Context: an optimization exercise on an open-source flow, tuned for small area. The choices shown serve that exercise and are no tape-out recipe. Function was checked by simulation only, so behaviour that the tests miss may differ from the original. Power figures rest on the tool's default switching activity, not on a simulated workload.

[flow/design.v]
module Keyboard (
    input [2:0] kb_lang,
    input [10:0] ps2_key,
    input pulse,
    input reset,
    output reg caps_lock,
    output [7:0] ascii_code
);
    localparam kb_US = 3'd0;
    localparam kb_GB = 3'd1;
    localparam kb_DE = 3'd2;
    localparam kb_FR = 3'd3;
    localparam kb_IT = 3'd4;
    localparam kb_ES = 3'd5;
    localparam k_F0 = 8'd192;
    localparam NONE = 8'hFF;
    wire [2:0] lang = kb_lang;
    wire ps2_pressed = ps2_key[9];
    wire ps2_released = ~ps2_pressed;
    reg old_ps2_stb;
    reg SHIFT_L;
    reg SHIFT_R;
    reg CTRL_L;
    reg CTRL_R;
    reg ALT_L;
    reg ALT_R;
    reg [7:0] joy_key;
    reg [7:0] ascii_key;
    wire SHIFT = SHIFT_L | SHIFT_R;
    wire CTRL = CTRL_L | CTRL_R;
    wire ALT = ALT_L | ALT_R;
    wire ps2_changed = (old_ps2_stb ^ ps2_key[10]);
    wire [7:0] CAPSTOGGLE = (SHIFT ^ caps_lock) ? 8'h00 : 8'h20;
    wire [7:0] CTRLMASK = CTRL ? 8'h1f : 8'hff;
    wire [8:0] keycode = ps2_key[8:0];
    assign ascii_code = ascii_key & joy_key;
    always @(posedge pulse) begin
        old_ps2_stb <= ps2_key[10];
        if (reset) begin
            caps_lock <= 0;
            SHIFT_L <= 0;
            SHIFT_R <= 0;
            CTRL_L <= 0;
            CTRL_R <= 0;
            ALT_L <= 0;
            ALT_R <= 0;
            joy_key <= 8'hff;
            ascii_key <= 8'hff;
        end else if (ps2_changed) begin
            case (keycode)
                9'h012: begin ascii_key <= NONE; SHIFT_L <= ps2_pressed; end
                9'h059: begin ascii_key <= NONE; SHIFT_R <= ps2_pressed; end
                9'h014: begin ascii_key <= NONE; CTRL_L  <= ps2_pressed; end
                9'h114: begin ascii_key <= NONE; CTRL_R  <= ps2_pressed; end
                9'h011: begin ascii_key <= NONE; ALT_L   <= ps2_pressed; end
                9'h111: begin ascii_key <= NONE; ALT_R   <= ps2_pressed; end
                9'h058: begin ascii_key <= NONE; caps_lock <= caps_lock ^ ps2_pressed; end
                default: begin end
            endcase
            if (ALT_R) begin
                case (lang)
                kb_DE:
                    case (keycode)
                    9'h15: ascii_key <= "@" & CTRLMASK;
                    9'h3d: ascii_key <= "{";
                    9'h3e: ascii_key <= "[" & CTRLMASK;
                    9'h45: ascii_key <= "}";
                    9'h46: ascii_key <= "]" & CTRLMASK;
                    9'h4e: ascii_key <= 8'h5c & CTRLMASK;
                    9'h5b: ascii_key <= "~";
                    9'h5d: ascii_key <= "#";
                    9'h61: ascii_key <= "|";
                    default: ascii_key <= NONE;
                    endcase
                kb_FR:
                    case (keycode)
                    9'h15: ascii_key <= "@" & CTRLMASK;  
                    9'h1e: ascii_key <= "~";
                    9'h25: ascii_key <= "{" & CTRLMASK;
                    9'h26: ascii_key <= "#";
                    9'h2e: ascii_key <= "[" & CTRLMASK;
                    9'h36: ascii_key <= "|";
                    9'h3d: ascii_key <= "`";
                    9'h3e: ascii_key <= 8'h5c & CTRLMASK;
                    9'h45: ascii_key <= "@" & CTRLMASK;
                    9'h46: ascii_key <= "^" & CTRLMASK;
                    9'h4e: ascii_key <= "]" & CTRLMASK;
                    9'h55: ascii_key <= "}";  
                    9'h61: ascii_key <= "|";
                    default: ascii_key <= NONE;
                    endcase
                kb_IT:
                    case (keycode)
                    9'h3d: ascii_key <= "{";
                    9'h3e: ascii_key <= "[" & CTRLMASK;
                    9'h45: ascii_key <= "}";
                    9'h46: ascii_key <= "]" & CTRLMASK;
                    9'h4c: ascii_key <= "@" & CTRLMASK;
                    9'h4e: ascii_key <= "`";
                    9'h52: ascii_key <= "#";
                    9'h54: ascii_key <= "[" & CTRLMASK;
                    9'h55: ascii_key <= "~";
                    9'h5b: ascii_key <= "]" & CTRLMASK;
                    default: ascii_key <= NONE;
                    endcase
                kb_ES:
                    case (keycode)
                    9'h0e: ascii_key <= 8'h5c & CTRLMASK;
                    9'h16: ascii_key <= "|";
                    9'h1e: ascii_key <= "@" & CTRLMASK;
                    9'h25: ascii_key <= "~";
                    9'h26: ascii_key <= "#";
                    9'h52: ascii_key <= "{";
                    9'h54: ascii_key <= "[" & CTRLMASK;
                    9'h5b: ascii_key <= "]" & CTRLMASK;
                    9'h5d: ascii_key <= "}";
                    9'h61: ascii_key <= "|";
                    default: ascii_key <= NONE;
                    endcase
                default: ascii_key <= NONE;
                endcase
            end else begin  
                case (keycode)
                    9'h05: ascii_key <= k_F0 + 8'd1;
                    9'h06: ascii_key <= k_F0 + 8'd2;
                    9'h04: ascii_key <= k_F0 + 8'd3;
                    9'h0c: ascii_key <= k_F0 + 8'd4;
                    9'h03: ascii_key <= k_F0 + 8'd5;
                    9'h0b: ascii_key <= k_F0 + 8'd6;
                    9'h83: ascii_key <= k_F0 + 8'd7;
                    9'h0a: ascii_key <= k_F0 + 8'd8;
                    9'h01: ascii_key <= k_F0 + 8'd9;
                    9'h09: ascii_key <= k_F0 +8'd10;
                    9'h78: ascii_key <= k_F0 +8'd11;
                    9'h07: ascii_key <= k_F0 +8'd12;     
                    9'h174: joy_key[0] <= ps2_released;      
                    9'h16b: joy_key[1] <= ps2_released;      
                    9'h172: joy_key[2] <= ps2_released;      
                    9'h175: joy_key[3] <= ps2_released;      
                    9'h17d: joy_key[4] <= ps2_released;      
                    9'h171: if (CTRL & ALT) joy_key[4] <= ps2_released; 
                        else joy_key[7] <= ps2_released;     
                    9'h17a: joy_key[5] <= ps2_released;      
                    9'h170, 9'h16c:
                            joy_key[6] <= ps2_released;      
                    9'h169: joy_key[7] <= ps2_released;      
                    9'h0d:  ascii_key <= 8'h09;    
                    9'h5a, 9'h15a:
                            ascii_key <= 8'h0a;   
                    9'h76:  ascii_key <= 8'h1b;   
                    9'h66:  ascii_key <= 8'h7f;  
                    9'h29:  ascii_key <= " ";
                    9'h16:
                        case (lang)
                        kb_FR:  ascii_key <= SHIFT ? "1" : "&";
                        default:ascii_key <= SHIFT ? "!" : "1";
                        endcase
                    9'h1e:
                        case (lang)
                        kb_FR:  ascii_key <= SHIFT ? "2" : NONE;
                        kb_US:  ascii_key <= SHIFT ? "@" : "2";
                        default:ascii_key <= SHIFT ? "\"": "2";
                        endcase
                    9'h26:
                        case (lang)
                        kb_FR:  ascii_key <= SHIFT ? "3" : "\"";
                        kb_US:  ascii_key <= SHIFT ? "#" : "3";
                        default:ascii_key <= SHIFT ? NONE : "3";
                        endcase
                    9'h25:
                        case (lang)
                        kb_FR:  ascii_key <= SHIFT ? "4" : "'";
                        default:ascii_key <= SHIFT ? "$" : "4";
                        endcase
                    9'h2e:
                        case (lang)
                        kb_FR:  ascii_key <= SHIFT ? "5" : "(";
                        default:ascii_key <= SHIFT ? "%" : "5";
                        endcase
                    9'h36:
                        case (lang)
                        kb_FR:  ascii_key <= SHIFT ? "6" : "-";
                        kb_US, kb_GB:
                                ascii_key <= SHIFT ? ("^" & CTRLMASK) : "6";
                        default:ascii_key <= SHIFT ? "&" : "6";
                        endcase
                    9'h3d:
                        case (lang)
                        kb_FR:  ascii_key <= SHIFT ? "7" : NONE;
                        kb_US, kb_GB:
                                ascii_key <= SHIFT ? "&" : "7";
                        default:ascii_key <= SHIFT ? "/" : "7";
                        endcase
                    9'h3e:
                        case (lang)
                        kb_FR:  ascii_key <= SHIFT ? "8" : ("_" & CTRLMASK);
                        kb_US, kb_GB:
                                ascii_key <= SHIFT ? "*" : "8";
                        default:ascii_key <= SHIFT ? "(" : "8";
                        endcase
                    9'h46:
                        case (lang)
                        kb_FR:  ascii_key <= SHIFT ? "9" : NONE;
                        kb_US, kb_GB:
                                ascii_key <= SHIFT ? "(" : "9";
                        default:ascii_key <= SHIFT ? ")" : "9";
                        endcase
                    9'h45:
                        case (lang)
                        kb_FR:  ascii_key <= SHIFT ? "0" : NONE;
                        kb_US, kb_GB:
                                ascii_key <= SHIFT ? ")" : "0";
                        default:ascii_key <= SHIFT ? "=" : "0";
                        endcase
                    9'h71: ascii_key <= ".";
                    9'h7b: ascii_key <= "-";
                    9'h79: ascii_key <= "+";
                    9'h7c: ascii_key <= "*";
                    9'h14a:ascii_key <= "/";
                    9'h70: ascii_key <= "0";
                    9'h69: ascii_key <= "1";
                    9'h72: ascii_key <= "2";
                    9'h7a: ascii_key <= "3";
                    9'h6b: ascii_key <= "4";
                    9'h73: ascii_key <= "5";
                    9'h74: ascii_key <= "6";
                    9'h6c: ascii_key <= "7";
                    9'h75: ascii_key <= "8";
                    9'h7d: ascii_key <= "9";
                    9'h0e:
                        case (lang)
                        kb_IT:  ascii_key <= SHIFT ? "|" : (8'h5c & CTRLMASK);
                        kb_DE:  ascii_key <= SHIFT ? NONE : ("^" & CTRLMASK);
                        kb_GB:  ascii_key <= SHIFT ? NONE : "`";
                        kb_US:  ascii_key <= SHIFT ? "~" : "`";
                        default:ascii_key <= NONE;
                        endcase
                    9'h4c:
                        case (lang)
                        kb_FR:  ascii_key <= ("M" | CAPSTOGGLE) & CTRLMASK;
                        kb_US, kb_GB:
                                ascii_key <= SHIFT ? ":" : ";";
                        default:ascii_key <= NONE;
                        endcase
                    9'h41:
                        case (lang)
                        kb_FR:  ascii_key <= SHIFT ? "." : ";";
                        kb_US, kb_GB:
                                ascii_key <= SHIFT ? "<" : ",";
                        default:ascii_key <= SHIFT ? ";" : ",";
                        endcase
                    9'h49:
                        case (lang)
                        kb_FR:  ascii_key <= SHIFT ? "/" : ":";
                        kb_US, kb_GB:
                                ascii_key <= SHIFT ? ">" : ".";
                        default:ascii_key <= SHIFT ? ":" : ".";
                        endcase
                    9'h4a:
                        case (lang)
                        kb_FR:  ascii_key <= SHIFT ? NONE : "!";
                        kb_US, kb_GB:
                                ascii_key <= SHIFT ? (CTRL ? 8'h7f : "?") : "/";
                        default:ascii_key <= SHIFT ? ("_" & CTRLMASK) : "-";
                        endcase
                    9'h4e:
                        case (lang)
                        kb_IT, kb_ES:
                                ascii_key <= SHIFT ? (CTRL ? 8'h7f : "?") : "'";
                        kb_DE:  ascii_key <= SHIFT ? (CTRL ? 8'h7f : "?") : NONE;
                        kb_FR:  ascii_key <= SHIFT ? NONE : ")";
                        default:ascii_key <= SHIFT ? ("_" & CTRLMASK) : "-";
                        endcase
                    9'h52:
                        case (lang)
                        kb_FR:  ascii_key <= SHIFT ? "%" : NONE;
                        kb_US:  ascii_key <= SHIFT ? "\"" : "'";
                        kb_GB:  ascii_key <= SHIFT ? "@" : "'";
                        default:ascii_key <= NONE;
                        endcase
                    9'h54:
                        case (lang)
                        kb_ES:  ascii_key <= SHIFT ? ("^" & CTRLMASK) : "`";
                        kb_FR:  ascii_key <= SHIFT ? NONE : ("^" & CTRLMASK);
                        kb_US, kb_GB:
                                ascii_key <= SHIFT ? "{" : ("[" & CTRLMASK);
                        default:ascii_key <= NONE;
                        endcase
                    9'h55:
                        case (lang)
                        kb_DE:  ascii_key <= SHIFT ? "`" : "'";
                        kb_IT:  ascii_key <= SHIFT ? ("^" & CTRLMASK) : NONE;
                        kb_ES:  ascii_key <= NONE;
                        default:ascii_key <= SHIFT ? "+" : "=";
                        endcase
                    9'h5b:
                        case (lang)
                        kb_FR:  ascii_key <= SHIFT ? NONE : "$";
                        kb_US, kb_GB:
                                ascii_key <= SHIFT ? "}" : ("]" & CTRLMASK);
                        default:ascii_key <= SHIFT ? "*" : "+";
                        endcase
                    9'h5d:
                        case (lang)
                        kb_US:  ascii_key <= SHIFT ? "|" : (8'h5c & CTRLMASK);
                        kb_GB:  ascii_key <= SHIFT ? "~" : "#";
                        kb_DE:  ascii_key <= SHIFT ? "'" : "#";
                        kb_FR:  ascii_key <= SHIFT ? NONE : "*";
                        default:ascii_key <= NONE;
                        endcase
                    9'h61:
                        case (lang)
                        kb_US:  ascii_key <= NONE;
                        kb_GB:  ascii_key <= SHIFT ? "|" : (8'h5c & CTRLMASK);
                        default:ascii_key <= SHIFT ? ">" : "<";
                        endcase
                    9'h1c: ascii_key <= ((lang == kb_FR ? "Q" : "A") | CAPSTOGGLE) & CTRLMASK;
                    9'h32: ascii_key <= ("B" | CAPSTOGGLE) & CTRLMASK;
                    9'h21: ascii_key <= ("C" | CAPSTOGGLE) & CTRLMASK;
                    9'h23: ascii_key <= ("D" | CAPSTOGGLE) & CTRLMASK;
                    9'h24: ascii_key <= ("E" | CAPSTOGGLE) & CTRLMASK;
                    9'h2b: ascii_key <= ("F" | CAPSTOGGLE) & CTRLMASK;
                    9'h34: ascii_key <= ("G" | CAPSTOGGLE) & CTRLMASK;
                    9'h33: ascii_key <= ("H" | CAPSTOGGLE) & CTRLMASK;
                    9'h43: ascii_key <= ("I" | CAPSTOGGLE) & CTRLMASK;
                    9'h3b: ascii_key <= ("J" | CAPSTOGGLE) & CTRLMASK;
                    9'h42: ascii_key <= ("K" | CAPSTOGGLE) & CTRLMASK;
                    9'h4b: ascii_key <= ("L" | CAPSTOGGLE) & CTRLMASK;
                    9'h3a: if (lang == kb_FR) ascii_key <= SHIFT ? (CTRL ? 8'h7f : "?") : ",";
                        else ascii_key <= ("M" | CAPSTOGGLE) & CTRLMASK;
                    9'h31: ascii_key <= ("N" | CAPSTOGGLE) & CTRLMASK;
                    9'h44: ascii_key <= ("O" | CAPSTOGGLE) & CTRLMASK;
                    9'h4d: ascii_key <= ("P" | CAPSTOGGLE) & CTRLMASK;
                    9'h15: ascii_key <= ((lang == kb_FR ? "A" : "Q") | CAPSTOGGLE) & CTRLMASK;
                    9'h2d: ascii_key <= ("R" | CAPSTOGGLE) & CTRLMASK;
                    9'h1b: ascii_key <= ("S" | CAPSTOGGLE) & CTRLMASK;
                    9'h2c: ascii_key <= ("T" | CAPSTOGGLE) & CTRLMASK;
                    9'h3c: ascii_key <= ("U" | CAPSTOGGLE) & CTRLMASK;
                    9'h2a: ascii_key <= ("V" | CAPSTOGGLE) & CTRLMASK;
                    9'h1d: ascii_key <= ((lang == kb_FR ? "Z" : "W") | CAPSTOGGLE) & CTRLMASK;
                    9'h22: ascii_key <= ("X" | CAPSTOGGLE) & CTRLMASK;
                    9'h35: ascii_key <= ((lang == kb_DE ? "Z" : "Y") | CAPSTOGGLE) & CTRLMASK;
                    9'h1a: ascii_key <= ((lang == kb_FR ? "W" : lang == kb_DE ? "Y" : "Z" ) | CAPSTOGGLE) & CTRLMASK;
                    default: ascii_key <= 8'hff;
                endcase
            end
        end else if (ps2_released)
            ascii_key <= 8'hff;
    end
endmodule
[flow/run.sh]
#!/bin/bash
# synth_recipe.tcl (not shown) runs the flow's synth.tcl, then flattens the netlist and writes it again
# the make line also repeats each setting of config.mk as NAME=value (left out here)
make -C /OpenROAD-flow-scripts/flow DESIGN_CONFIG=/design/flow/config.mk WORK_HOME=/design/flow/orfs CLKGATE_MAP_FILE= SYNTH_SCRIPT=/design/flow/synth_recipe.tcl finish
[flow/config.mk]
export PLATFORM = sky130hd
export DESIGN_NAME = Keyboard
export DESIGN_NICKNAME = Keyboard
export VERILOG_FILES = /design/flow/design.v
export SDC_FILE = /design/flow/constraint.sdc
export NUM_CORES = 4
export LEC_CHECK = 0
export CAP_MARGIN = 20
export CORE_MARGIN = 2
export CORE_UTILIZATION = 40
export SLEW_MARGIN = 20
[flow/constraint.sdc]
create_clock -name core_clock -period 10.0 [get_ports {pulse}]
set_input_delay 2.0000 -clock core_clock [delete_from_list [all_inputs] [get_ports {pulse}]]
set_output_delay 2.0000 -clock core_clock [all_outputs]
set_load 0.01 [all_outputs]
==> run summary, run 1 <==
Avg WL per Cell=32.8 um; initial antenna violation count=2; RSZ-0062 raised after global routing=no; TritonCTS clock tree=done; Post-synth EDFFs=0; CORE AREA=12600 um^2; status=no timing/DRC/antenna violations; vias in the first global route=6905; Final Hold Slack=around 0.49 ns; Routed WL=roughly 30000 um; vias per inst=8.03; pwr dens=around 66 nW/um^2; worst hold path class=reg -> reg; FFs w/ async S/R, synth=0; DIE AREA=between 10000 and 15000 um^2; H-tree depth=1; CTS Hold Bufs=0; starting density of the core=0.409; Core Rows=41; crit path kind=in -> reg; Filler cells=1311; Final setup viols=0; total power=between 300 and 400 uW; clk root buf=clkbuf_16; Syn. warnings=1; FF/Latch Area=480 um^2; Detail Placement HPWL=22000 um; layout cells sized above 1=0.0808; area of the multi-input gates=4240 um^2; Placer Congestion=1.15; period utilization=0.663; CTS resizes=0; syn_area_per_cell=6.45 um^2; clk sinks=24; Final Hold Fails=0; Seq cells post-synth=24; first-pass GRT wire length=44700 um; DRT iter0 DRCs=1827; Vias=7556; Die Y-Extent=117 um; die width=117 um; port buffer count=24; most frequent cells in the layout=nor2_1 (91), nand2_1 (72), o21ai_0 (62), a21oi_1 (45), nor3_1 (37); Period minus WS final=6.63 ns; slew margin rel.=0.0789; DRC=0; total CTS buffers=3; Util after Layout=0.440; Worst setup SP type=input port; Yosys cell types=87; Synth Flop Type=dfxtp_1; final slew viol count=0; CP arrival=6.77 ns; Area after DPL=5420 um^2; syn nets=819; Max rail drop VDD=68.5 uV; Post-Syn Area=just over 5000 um^2; leakage power=0.00182 uW; Clock transition at path regs=0.07 ns; Final nets=789; Worst-Margin Slew=1.37 ns; # Post-CTS Setup Buffers=0; largest net degree at the start of global routing=48; most common cell after layout, fill and taps aside=nor2_1; maximum root-to-sink buffer count=2; GRT Resource Usage Total=0.425; Synth-to-Final Area Change=7.46%; total congestion overflow=0; CP Max Fanout=24; remaining antenna violation count=0; Ports=25; Mapped Cells=798; setup TNS=0 ns; clock latency (worst-skew pair)=0.26 ns; CP endpoint kind=flop; clk_skew=0.00230 ns; post-route cell area=5530 um^2; First-pass DRT Iterations=7; MaxCap Viol Count=0; Fmax achieved=~150 MHz; sequential fraction of the synthesis area=0.0934; Worst EP required=10.15 ns
==> where the power goes <==
group          internal, uW  switching, uW  leakage, uW
Combinational          44.2            107      0.00157
Clock                  79.7           37.2    0.0000511
Sequential             97.5           1.39     0.000195
==> per-stage QoR <==
step                      instances  worst slack, ns
final                           941             3.37
after global routing            939             3.38
after CTS                       939             3.71
after detailed placement        935             3.47
after global placement          935             3.53
after floorplan                 798             5.32
==> sequential cells by signal, summed over array words and instances, names as in the netlist <==
signal / cells
SHIFT_R: 1
ascii_key: 8
old_ps2_stb: 1
CTRL_R: 1
CTRL_L: 1
caps_lock: 1
ALT_R: 1
SHIFT_L: 1
ALT_L: 1
joy_key: 8
==> kinds of logic after synthesis <==
kind of cell	Yosys count	share of synthesized area
multiplexers	8	0.0158
AND/OR/NAND/NOR	366	0.386
buffers and inverters	97	0.0839
adder cells (fa/ha/maj)	5	0.0122
flip-flops	24	0.0934
XOR/XNOR	10	0.0170
AO/OA/AOI/OAI	288	0.391
==> metal layers <==
layer	GRT usage	routed length, um	vias up
met3	0.153	4970	239
met2	0.590	11900	839
met5	0.00368	49	-
li1	-	-	3034
met4	0.266	2860	2
met1	0.552	11100	3442
==> synthesized netlist by cell type (5+ instances only) <==
cell        n  area, um^2
xnor2_1     7        61.3
a211o_1     7        61.3
a2bb2oi_1   5        43.8
ha_1        5        62.6
o31ai_1    11        82.6
o32ai_1     6        52.6
nor2b_1    12        75.1
a31oi_1    19         119
nand2_1    72         270
nor2_1     91         342
nand4_1    10        62.6
buf_2      27         135
a22oi_1     7        52.6
o211ai_1   10        75.1
nor4bb_1    6        60.1
dfxtp_1    24         480
nor3_2      7        70.1
a32oi_1     6        52.6
a211oi_1   16         120
o21ai_0    62         310
or2_2       7        43.8
or4b_1      5        50.1
a221oi_1    5        43.8
clkbuf_1   48         180
nor3b_1     5        37.5
nand3_1    30         150
a21oi_1    45         225
or4_1       8        60.1
mux2i_1     7        70.1
a2111oi_0  11        96.3
nor4_1     20         125
inv_1      12        45.0
buf_1       5        18.8
o22ai_1    14        87.6
o221ai_1    6        52.6
nor3_1     39         195
and2_1      8        50.1
nand2b_1   12        75.1
o2111ai_1   9        78.8
==> final timing paths <==
check	start	end	slack, ns	cells after the start
min reg2reg	ascii_key[7]	ascii_key[7]	0.49	2
max reg2reg	SHIFT_L	ascii_key[4]	6.56	11
min	ascii_key[7]	ascii_key[7]	0.49	2
max	ps2_key[6]	ascii_key[3]	3.37	9
==> final cells by class <==
cell class / count / area share
antenna: 2 / 0.000905
clock buffer: 3 / 0.0136
clock inverter: 1 / 0.00543
inverter: 12 / 0.00814
multi-input combinational: 677 / 0.767
sequential: 24 / 0.0869
tap: 172 / 0.0389
timing repair buffer: 50 / 0.0787
==> worst max-delay path: stages <==
cell and delay, ns:
clkdlybuf4s50_1 1.05, nand4bb_1 0.93, nor4_1 1.43, nor4_1 0.14, a41oi_2 0.32, nand2_1 0.11
or4_1 0.59, o221ai_1 0.11, o21ai_1 0.09
==> inputs of run 2 (changes only) <==
--- a/flow/config.mk
+++ b/flow/config.mk
@@ -5,6 +5,7 @@
 export SDC_FILE = /design/flow/constraint.sdc
 export NUM_CORES = 4
 export LEC_CHECK = 0
+export ABC_AREA = 1
 export CAP_MARGIN = 20
 export CORE_MARGIN = 2
 export CORE_UTILIZATION = 40
==> run 2 against run 1 <==
  * Still clean
  * Clock skew barely moved
  * Via count fell by 7.3%
  * Critical path depth rose by 8
  * Worst hold slack got worse by 0.023 ns
  * Clock-buffer cell count did not move
  * Die area fell by 11%
  * Critical path type unchanged
==> run summary, run 2 <==
Most common cell on crit path=nand2_1; Worst setup SP type=input port; Mapped Cells=951 (+19%); starting density of the core=0.415 (+0.00579); Fmax achieved=190 MHz (+26%); clock latency (worst-skew pair)=0.26 ns (about the same); # Post-CTS Setup Buffers=0 (unchanged); slew margin rel.=0.322 (+0.244); Yosys cell types=35 (-60%); TritonCTS clock tree=done; worst hold path class=reg -> reg; DRT iter0 DRCs=1169 (-36%); internal power=207 uW (-6.4%); period utilization=0.525 (-0.137); First-pass DRT Iterations=7 (unchanged); leakage power=0.00266 uW (+46%); Max rail drop VDD=107 uV (+56%); Worst path slowest cell=nor2_1; pwr dens=63.6 nW/um^2 (-4.1%); Post-Syn Area=4560 um^2 (-11%); FFs w/ async S/R, synth=0 (unchanged); largest net degree at the start of global routing=38 (-21%); worst path cell trace=clkdlybuf4s50_1, nor2_1, inv_1, nor2_1, nand2_1, nand2_1, nor2_1, nand3_1, nor2_1, nand2_1, nand2_1, clkinv_1, nand2_1, nor2_1, nand2_1, nand3_1, nand2_1; DIE AREA=12300 um^2 (-11%); most numerous cell in the Yosys netlist=nand2_1; status=no timing/DRC/antenna violations; Ant. Diodes=0 (-2); most frequent cells after synthesis=nand2_1 (300), nor2_1 (197), nand3_1 (113); CP delay by family, top=simple AND/OR/NAND/NOR gates; setup TNS=0 ns (unchanged); Net Switching=112 uW (-23%); cell taking the most area after synthesis=nand2_1; CP endpoint kind=flop; Synth-to-Final Area Change=10.2%; Placer Congestion=1.10 (-4.4%); CTS resizes=0 (unchanged); Synth Flop Type=dfxtp_1; Clk network pwr share=0.364 (+0.045); CP arrival=5.41 ns (-1.36 ns); total power=319 uW (-13%); GRT Resource Usage Total=0.390 (-0.0347); Syn. warnings=1 (unchanged); crit path kind=in -> reg; Seq cells post-synth=24 (unchanged); Core Rows=38 (-7.3%); synth top area cells=nand2_1 (25%), nor2_1 (16%), nand3_1 (12%); CTS Hold Bufs=0 (unchanged); Final setup viols=0 (unchanged); die width=111 um (-5.7%); clk sinks=24 (unchanged); DRC=0 (unchanged); CP Max Fanout=11 (-54%); Filler cells=1278 (-2.5%); worst path bufs/invs=3 (+2); vias per inst=6.36 (-21%); clk root buf=clkbuf_16; maximum root-to-sink buffer count=2 (unchanged); Avg WL per Cell=22.5 um (-31%); vias in the first global route=6424 (-7.0%); Worst EP required=10.16 ns (about the same); Ports=25 (unchanged); Combinational Power Share=0.321 (-0.090); worst stage delay on the critical path=0.77 ns (-0.66 ns); biggest regs=ascii_key: 8 flops, joy_key: 8 flops; clk_skew=0.00240 ns (+0.0000957 ns); most common cell after layout, fill and taps aside=nand2_1; Final nets=984 (+25%); Worst-Margin Slew=1.01 ns (-0.356 ns); most frequent cells in the layout=nand2_1 (300), nor2_1 (197), nand3_1 (113), inv_1 (69), o21ai_0 (60); CORE AREA=11000 um^2 (-13%); remaining antenna violation count=0 (unchanged); MaxCap Viol Count=0 (unchanged); syn nets=972 (+19%); Detail Placement HPWL=19500 um (-11%); sequential fraction of the synthesis area=0.105 (+0.0120); layout cells sized above 1=0.0343 (-0.0465); initial antenna violation count=0 (-2); Yosys top cell area share=0.247 (+0.154); Clock transition at path regs=0.06 ns (about the same); total congestion overflow=0 (unchanged); final slew viol count=0 (unchanged); first-pass GRT wire length=37500 um (-16%); switch share=0.351 (-0.0446); RSZ-0062 raised after global routing=no; H-tree depth=1 (unchanged); Die Y-Extent=111 um (-5.7%); Period minus WS final=5.25 ns (-1.37 ns); Routed WL=24800 um (-20%); total CTS buffers=3 (unchanged); Post-synth EDFFs=0 (unchanged); Final Hold Fails=0 (unchanged); Vias=7008 (-7.3%); port buffer count=24 (unchanged); Sequential Power Share=0.315 (+0.045); syn_area_per_cell=4.80 um^2 (-26%)
## run 2: through the flow
stage	utilization	cells	hold WS, ns	worst slack (ns)	cell area, um^2
after floorplan	-	951	0.441	6.12	4560
after global placement	0.448	1098	0.453	4.65	4920
after detailed placement	0.448	1098	0.456	4.66	4920
after CTS	0.458	1102	0.472	4.94	5030
after global routing	0.458	1102	0.503	4.51	5030
final	0.458	1102	0.468	4.75	5030
## run 2: per-layer routing
metal,vias up,share of wire,track usage
met4,0,0.077,0.211
li1,3173,-,-
met5,-,0,0
met1,3054,0.39,0.528
met2,630,0.40,0.575
met3,151,0.13,0.0847
## run 2: area by class of cell
cell class	instances	area [um^2]	share of cell area
clock buffer	3	75.1	0.0149
clock inverter	1	30.0	0.00597
timing repair buffer	31	293	0.0583
multi-input combinational	822	3670	0.730
tap	140	175	0.0349
inverter	81	304	0.0605
sequential	24	480	0.0956
## run 2: worst register-to-register path: cells and delay by family, from the launching register on
kind / cells / cell delay, ns
AND/OR/NAND/NOR: 14 / 1.48
buffers and inverters: 3 / 0.85
adder cells (fa/ha/maj): 1 / 0.44
flip-flops: 1 / 0.31
## run 2: cell families (layout without fill, tap and decap cells)
logic type / Yosys count / count (layout) / share of synthesized area
buffers and inverters: 105 / 116 / 0.0903
and+or+nand+nor: 679 / 679 / 0.623
AOI/OAI and AO/OA: 138 / 138 / 0.168
DFF: 24 / 24 / 0.105
adders and majority gates: 5 / 5 / 0.0137
## run 2: path summary, 6_finish.rpt
check                                  start           end  slack [ns]  depth (start not counted)
worst max register to register       SHIFT_L  ascii_key[4]        6.83                         18
worst min register to register  ascii_key[6]  ascii_key[6]        0.47                          2
worst max-delay path              ps2_key[4]  ascii_key[6]        4.75                         17
worst min-delay path            ascii_key[6]  ascii_key[6]        0.47                          2
## run 2: power by group through the flow
stage               sequential [uW]  combinational (uW)  clock [uW]
floorplan                       102                60.6           0
global placement                103                99.1           0
detailed placement              103                97.7           0
CTS                             100                98.2         117
global route                    101                 110         123
finish                          101                 103         116
==> inputs of run 3 (changes only) <==
==> flow/flow/run.sh (new file) <==
#!/bin/bash
# Own flow: the standard synthesis, then an area re-optimisation of the gates between the
# flip-flops (flip-flops untouched), then the standard layout from that netlist.
set -euo pipefail
HERE=$(pwd)
R=$HERE/orfs/results/$FLOW_PLATFORM/Keyboard/base
bash standard.sh synth > $HERE/std_synth.log 2>&1
cp $R/1_2_yosys.v $HERE/std_netlist.v
# the flip-flop cells the standard synthesis used
KEEP=$(grep -o 'sky130_fd_sc_hd__[a-z]*df[a-z0-9_]*' $HERE/std_netlist.v | sort -u | tr '\n' ' ' | sed 's/ $//')
LIB_FILE=$FLOW_HOME/platforms/$FLOW_PLATFORM/lib/sky130_fd_sc_hd__tt_025C_1v80.lib \
IN_NETLIST=$HERE/std_netlist.v OUT_NETLIST=$HERE/opt_netlist.v KEEP_CELLS="$KEEP" \
ABC_SCRIPT=$HERE/flow/area.abc \
  yosys -c $HERE/flow/reopt.tcl > $HERE/reopt.log 2>&1
yosys -p "read_liberty -lib $FLOW_HOME/platforms/$FLOW_PLATFORM/lib/sky130_fd_sc_hd__tt_025C_1v80.lib; read_verilog $HERE/opt_netlist.v; hierarchy -check -top $FLOW_TOP; check -assert" > $HERE/reopt_check.log 2>&1
if grep -q 'lpflow\|probe' $HERE/opt_netlist.v; then echo "don't-use cell in netlist" >&2; exit 1; fi
cp $HERE/opt_netlist.v $R/1_2_yosys.v
touch $R/1_2_yosys.v
# smallest buffer on the ports; clkbuf_8 clock tree without a dummy load
bash standard.sh finish \
  BUFFER_PORTS_ARGS="-buffer_cell sky130_fd_sc_hd__buf_1" \
  CTS_ARGS="-sink_clustering_enable -repair_clock_nets -dont_use_dummy_load -buf_list sky130_fd_sc_hd__clkbuf_8" \
  > $HERE/layout.log 2>&1
==> flow/flow/area.abc (new file) <==
strash
dc2
balance; resub -K 6; rewrite; resub -K 6 -N 2; refactor; resub -K 8; balance; resub -K 8 -N 2; rewrite; resub -K 10; rewrite -z; resub -K 10 -N 2; balance; resub -K 12; refactor -z; resub -K 12 -N 2; rewrite -z; balance
balance -l; resub -K 6 -l; rewrite -l; resub -K 6 -N 2 -l; refactor -l; resub -K 8 -l; balance -l; resub -K 8 -N 2 -l; rewrite -l; resub -K 10 -l; rewrite -z -l; resub -K 10 -N 2 -l; balance -l; resub -K 12 -l; refactor -z -l; resub -K 12 -N 2 -l; rewrite -z -l; balance -l
&get -n
&deepsyn -T 300
&put
&get -n
&dch -f
&nf -R 1000
&put
topo
==> flow/flow/reopt.tcl (new file) <==
# Re-optimise the combinational logic of the standard synthesis netlist with a stronger
# area-oriented ABC script. Every flip-flop instance of the standard netlist is kept as it is
# (same instance name, same cell), only the gates between them are remapped.
yosys -import
set lib $::env(LIB_FILE)
read_liberty -ignore_miss_func $lib
read_verilog $::env(IN_NETLIST)
hierarchy -top $::env(FLOW_TOP)
foreach m [split $::env(KEEP_CELLS) " "] {
  setattr -mod -set keep_hierarchy 1 $m
}
flatten
yosys rename -hide w:*.*
opt_clean -purge
# cells the platform marks don't-use
set dont_use {}
set fh [open $lib r]
while {[gets $fh line] >= 0} {
  if {[regexp {^\s*cell\s*\(\s*"?(sky130_fd_sc_hd__(lpflow|probe)[A-Za-z0-9_]*)"?\s*\)} $line -> name]} {
    lappend dont_use -dont_use $name
  }
}
close $fh
abc -liberty $lib -script $::env(ABC_SCRIPT) {*}$dont_use
opt_clean -purge
hierarchy -top $::env(FLOW_TOP)
blackbox sky130_fd_sc_hd__*
splitnets
opt_clean -purge
hilomap -singleton -hicell sky130_fd_sc_hd__conb_1 HI -locell sky130_fd_sc_hd__conb_1 LO
insbuf -buf sky130_fd_sc_hd__buf_4 A X
# left out here: hide names made inside functions
tee -o reopt_stat.txt stat -liberty $lib

write_verilog -noattr -nohex -nodec $::env(OUT_NETLIST)
==> flow/standard.sh (new file) <==
#!/bin/bash
# synth_recipe.tcl (not shown) runs the flow's synth.tcl, then flattens the netlist and writes it again
# the make line also repeats each setting of config.mk as NAME=value (left out here)
make -C /OpenROAD-flow-scripts/flow DESIGN_CONFIG=/design/flow/config.mk WORK_HOME=/design/flow/orfs CLKGATE_MAP_FILE= SYNTH_SCRIPT=/design/flow/synth_recipe.tcl "${@:-finish}"
--- a/flow/config.mk
+++ b/flow/config.mk
@@ -9,4 +9,5 @@
 export CAP_MARGIN = 20
 export CORE_MARGIN = 2
 export CORE_UTILIZATION = 40
+export GPL_TIMING_DRIVEN = 0
 export SLEW_MARGIN = 20
removed: flow/run.sh
==> run 3 against run 2 <==
  * Maximum frequency shrank 25%
  * Flip-flop and latch count did not move
  * Sequential share of layout area up 4.5 points
  * Clock skew grew 0.015 ns
  * Final cell count decreased by 42%
  * Final area decreased by 32%
  * Power decreased by 20%
  * Register-to-register slack got worse by 0.68 ns
  * Non-clock buffer count is 5 lower
  * Critical path type unchanged
  * Critical endpoint is now ascii_key[3]
  * Largest power group is now combinational cells
==> run summary, run 3 <==
RSZ-0062 raised after global routing=no; First-pass DRT Iterations=7 (unchanged); CTS Hold Bufs=0 (unchanged); starting density of the core=0.407 (-0.00785); Placer Congestion=1.10 (about the same); worst stage delay on the critical path=0.82 ns (+0.05 ns); DRT iter0 DRCs=1146 (-2.0%); total congestion overflow=0 (unchanged); die width=92.3 um (-17%); Final nets=558 (-43%); most frequent cells in the layout=nor2_1 (78), nand2_1 (69), o21ai_0 (49), a21oi_1 (44), nor3_1 (35); CTS resizes=0 (unchanged); maximum root-to-sink buffer count=2 (unchanged); worst hold path class=reg -> reg; Post-Syn Area=3120 um^2 (-32%); pre-CTS setup slack=3.08 ns (-1.57 ns); worst path cell trace=buf_1, nand2b_1, or4_1, nor2_1, a21oi_1, o21ai_0, nor3_1, a21oi_1, nand2b_1, o311ai_0, nor3b_1, o2111ai_1, nor4_1, nor2_1; Final Hold Fails=0 (unchanged); Synth-to-Final Area Change=9.36%; largest net degree at the start of global routing=36 (-5.3%); vias per inst=7.70 (+21%); initial antenna violation count=2 (+2); Ant. Diodes=0 (unchanged); Combinational Power Share=0.406 (+0.085); PnR worst setup slack=2.96 ns (-1.79 ns); port buffer count=24 (unchanged); syn nets=527 (-46%); Max rail drop VDD=54.0 uV (-49%); DRC=0 (unchanged); Avg WL per Cell=27.5 um (+22%); Vias=4944 (-29%); Worst-Margin Slew=1.21 ns (+0.197 ns); clk_skew=0.0173 ns (+0.0149 ns); slew margin rel.=0.187 (-0.135); biggest regs=ascii_key: 8 flops, joy_key: 8 flops; first-pass GRT wire length=26900 um (-28%); Detail Placement HPWL=12900 um (-34%); remaining antenna violation count=0 (unchanged); status=no timing/DRC/antenna violations; syn_area_per_cell=6.10 um^2 (+27%); period utilization=0.704 (+0.179); most common cell after layout, fill and taps aside=nor2_1; worst path bufs/invs=1 (-2); clk sinks=24 (unchanged); pwr dens=75.3 nW/um^2 (+18%); CP Max Fanout=17 (+6); Final setup viols=0 (unchanged); Core Rows=32 (-16%); vias in the first global route=4542 (-29%); final slew viol count=0 (unchanged); Die Y-Extent=92.3 um (-17%); internal power=149 uW (-28%); Fmax achieved=142 MHz (-25%); Clock transition at path regs=0.09 ns (+0.03 ns); switch share=0.419 (+0.0678); Ports=25 (unchanged); H-tree depth=1 (unchanged); Sequential Power Share=0.382 (+0.067); CORE AREA=7650 um^2 (-30%); leakage power=0.00103 uW (-61%); layout cells sized above 1=0.0222 (-0.0121); Worst setup SP type=input port; setup TNS=0 ns (unchanged); CP delay by family, top=simple AND/OR/NAND/NOR gates; CP endpoint kind=flop; TritonCTS clock tree=done; clk root buf=clkbuf_8; clock latency (worst-skew pair)=0.27 ns (about the same); Clk network pwr share=0.212 (-0.152); Mapped Cells=511 (-46%); total power=256 uW (-20%); total CTS buffers=3 (unchanged); Worst EP required=10.15 ns (about the same); Final Hold Slack=0.476 ns (+0.00760 ns); # Post-CTS Setup Buffers=0 (unchanged); Syn. warnings=1 (unchanged); CP arrival=7.19 ns (+1.78 ns); DIE AREA=8510 um^2 (-31%); Worst path slowest cell=or4_1; crit path kind=in -> reg; Routed WL=17600 um (-29%); Period minus WS final=7.04 ns (+1.79 ns); GRT Resource Usage Total=0.413 (+0.0232); Net Switching=107 uW (-4.2%); MaxCap Viol Count=0 (unchanged)
==> run 3: worst paths after layout <==
kind,startpoint,endpoint,slack [ns],cells after the start
max,ps2_key[6],ascii_key[3],2.96,14
min,ascii_key[5],ascii_key[5],0.48,1
max reg2reg,old_ps2_stb,ascii_key[3],6.15,12
min reg2reg,ascii_key[5],ascii_key[5],0.48,1
==> run 3: final cells by class <==
| class | instances | area, um^2 |
|---|---|---|
| multi-input cells | 479 | 2610 |
| repair buffers | 26 | 116 |
| well taps | 102 | 128 |
| clock buffers | 3 | 41.3 |
| fillers | 834 | 4240 |
| flip-flops and latches | 24 | 480 |
| inverters | 8 | 30.0 |
==> run 3: layer usage <==
metal / part of all wire / vias up / global-route usage / routed length, um
met5: 0.0013 / - / 0 / 23
met4: 0.084 / 4 / 0.198 / 1490
met3: 0.17 / 172 / 0.169 / 2930
met2: 0.38 / 554 / 0.597 / 6740
met1: 0.37 / 2158 / 0.530 / 6440
li1: - / 2056 / - / -
==> run 3: power groups by stage <==
| stage | logic (uW) | clock network (uW) | registers [uW] |
|---|---|---|---|
| floorplan | 51.2 | 0 | 99.9 |
| global placement | 97.2 | 0 | 100 |
| detailed placement | 94.3 | 0 | 100 |
| CTS | 94.8 | 55.2 | 98.0 |
| global route | 107 | 58.9 | 98.1 |
| finish | 104 | 54.3 | 98.0 |
==> run 3: stage by stage <==
stage	cell area (um^2)	cells	util
after floorplan	3120	511	-
after global placement	3330	637	0.436
after detailed placement	3350	638	0.438
after CTS	3390	641	0.444
after global routing	3410	642	0.446
final	3410	642	0.446
==> run 3: worst reg2reg max path, cell delays in order (launching register included) <==
cell	delay (ns)
dfxtp_1	0.31
xnor2_1	0.52
nor2_1	0.08
nand2_1	0.12
nor2_1	0.15
o21ai_0	0.24
clkinv_1	0.13
nor3_1	0.32
o311ai_0	0.37
nor3b_1	0.58
o2111ai_1	0.35
nor4_1	0.50
nor2_1	0.09

-- separate check: timing with driven ports --
No port has a modelled driver above. Below, the same layouts with a new extraction and two added sets of constraints.
Step 1 (the two cells are an assumption about what drives the block):
set clk [get_ports {pulse}]
set_driving_cell -lib_cell sky130_fd_sc_hd__clkbuf_16 $clk
set_driving_cell -lib_cell sky130_fd_sc_hd__buf_2 [delete_from_list [all_inputs] $clk]
Step 2 also shifts input and output timing later by t, the mid clock arrival at the registers, as if the neighbouring blocks saw the same clock.
Slacks: ideal / step 1 / step 2; pairs: ideal / step 1.
run | shift t [ns] | setup WS [ns] | clock arrival spread, ns | worst slew at a driven data input, ns | pins driven straight from the clock port
run 1 | 0.290 | 3.374 / 3.382 / 3.092 | 0.003 / 0.002 | 0.03 | 1
run 2 | 0.287 | 4.748 / 4.753 / 4.465 | 0.003 / 0.003 | 0.03 | 1
run 3 | 0.283 | 2.962 / 2.960 / 2.677 | 0.018 / 0.018 | 0.03 | 1
After both steps setup and hold are still met in every run listed. The setup slack of run 3, which loses most, moves by -0.002 ns with the drivers and by -0.285 ns with both steps.
